From an optimization exercise on the open Yosys and OpenROAD flow, aimed at small area; shortcuts taken in it are not production practice.
The RTL was checked by simulation tests, not by an equivalence proof against the original design.

== harbor ==
## recorder
module recorder(clk, rst, key, tick, state, led, able, direc, clea, to_fin,
                twice_play, finish, minute1, minute0, second1, second0);
For scale: roughly 38 I/O pins.
clock: 12.0 ns
lec_check: 0
abc_area: 1
cap_margin: 20
core_margin: 2
core_utilization: 40
gpl_timing_driven: 0
slew_margin: 20
standard.sh (not shown) runs the stock make flow with config.mk's settings and CLKGATE_MAP_FILE= SYNTH_SCRIPT=/design/flow/synth_recipe.tcl, a recipe that flattens the netlist after the stock synthesis.
==> flow/flow/run.sh <==
#!/bin/bash
# Standard ORFS synthesis; its combinational logic re-mapped for area (the
# registers are kept); then the standard layout, with the port buffers made
# with the smallest buffer and a clock tree without dummy loads.
# Each tool's output is logged in this folder.
set -euo pipefail
W=$(pwd)
R=$W/orfs/results/$FLOW_PLATFORM/recorder/base
export BUFFER_PORTS_ARGS="-buffer_cell sky130_fd_sc_hd__buf_1"
export REMOVE_ABC_BUFFERS=1
export CTS_ARGS="-sink_clustering_enable -repair_clock_nets -dont_use_dummy_load -root_buf sky130_fd_sc_hd__clkbuf_4 -buf_list {sky130_fd_sc_hd__clkbuf_2 sky130_fd_sc_hd__clkbuf_4}"
bash standard.sh synth > synth.log 2>&1
cp $R/1_2_yosys.v $W/standard_synth.v
export LIB=$FLOW_HOME/platforms/$FLOW_PLATFORM/lib/sky130_fd_sc_hd__tt_025C_1v80.lib
export NETLIST=$W/standard_synth.v
export TOP=$FLOW_TOP
export ABC_SCRIPT=$W/flow/remap.abc
export OUT=$W/remapped.v
export STAT=$W/remap_stat.txt
export DONT_USE="$(sed -n '/^export DONT_USE_CELLS/,/^$/p' $FLOW_HOME/platforms/$FLOW_PLATFORM/config.mk | tr -d '\\' | tr ' ' '\n' | grep sky130 | tr '\n' ' ')"
yosys -c $W/flow/remap.tcl > remap.log 2>&1
cp $OUT $R/1_2_yosys.v
rm -f $R/1_synth.odb
bash standard.sh synth > synth_odb.log 2>&1
bash standard.sh > layout.log 2>&1
cp -r orfs/logs orfs_logs || true
==> flow/flow/remap.abc <==
strash
balance; rewrite; refactor; balance; rewrite; rewrite -z; balance; refactor -z; rewrite -z; balance
balance -l; resub -K 6 -l; rewrite -l; resub -K 6 -N 2 -l; refactor -l; resub -K 8 -l; balance -l; resub -K 8 -N 2 -l; rewrite -l; resub -K 10 -l; rewrite -z -l; resub -K 10 -N 2 -l; balance -l; resub -K 12 -l; refactor -z -l; resub -K 12 -N 2 -l; rewrite -z -l; balance -l
dch -f
amap
mfs2 -a
strash
dch -f
amap
==> flow/flow/remap.tcl <==
# Re-map the combinational logic of the standard synthesis netlist for area.
# Registers (every *df* cell) are kept as they are, with their names.
yosys -import
set lib $::env(LIB)
set net $::env(NETLIST)
read_liberty -ignore_miss_func $lib
read_verilog $net
hierarchy -top $::env(TOP)
setattr -mod -set keep_hierarchy 1 sky130_fd_sc_hd__*df*
flatten
opt_clean -purge
set du {}
foreach c $::env(DONT_USE) { lappend du -dont_use $c }
abc -script $::env(ABC_SCRIPT) -liberty $lib {*}$du -D 12000
opt_clean -purge
hilomap -singleton -hicell sky130_fd_sc_hd__conb_1 HI -locell sky130_fd_sc_hd__conb_1 LO
insbuf -buf sky130_fd_sc_hd__buf_1 A X
opt_clean -purge
yosys tee -q -o $::env(STAT) stat -liberty $lib
yosys select $::env(TOP)
write_verilog -noattr -noexpr -nohex -nodec -selected $::env(OUT)
Input changes introduced in indigo (baseline for comparison: harbor):
==> flow/run.sh (new file) <==
#!/bin/bash
# synth_recipe.tcl (not shown) runs the flow's synth.tcl, then flattens the netlist and writes it again
# the make line also repeats each setting of config.mk as NAME=value (left out here)
make -C /OpenROAD-flow-scripts/flow DESIGN_CONFIG=/design/flow/config.mk WORK_HOME=/design/flow/orfs CLKGATE_MAP_FILE= SYNTH_SCRIPT=/design/flow/synth_recipe.tcl finish
removed: flow/flow/run.sh
removed: flow/flow/remap.abc
removed: flow/flow/remap.tcl
removed: flow/standard.sh
Findings:
indigo ran to completion and came out clean on the timing, design-rule and antenna checks.
harbor ended up with sky130_fd_sc_hd__nor2_1 as its most common cell after layout, fill and taps aside; indigo ended up with sky130_fd_sc_hd__nand2_1.
Routed wire length on met2 (indigo vs. harbor) increases by more than a quarter
Taking indigo over harbor, the wire length ratio works out to 1.3.
Worst path setup slack after routing ends up lower on indigo.

==> static timing again, ports no longer ideal <==
In the flow no input, the clock included, has a driving cell. The finished layouts below were timed again as built, in two steps. Step 1: set_driving_cell puts a clkbuf_16 on clk and a buf_2 on each other input, an assumption about the parent block. Step 2 times the ports against the registers' clock, not the clock port: input delays grow and output delays shrink by t, the midpoint of the rising clock arrivals with the driver on. Slacks: ideal ports / drivers / drivers and shift; pairs: ideal ports / drivers.
run	shift t [ns]	setup WS [ns]	worst setup path at the end	latest minus earliest clock arrival (ns)	worst slew at a driven data input, ns
harbor	0.355	6.742 / 6.741 / 6.385	input to register	0.020 / 0.019	0.03
indigo	0.331	6.698 / 6.667 / 6.998	register to output	0.007 / 0.006	0.03
After both steps setup and hold are still met in every run listed. For harbor, which loses most, drivers alone change the setup slack by -0.001 ns; drivers and shift together by -0.357 ns.
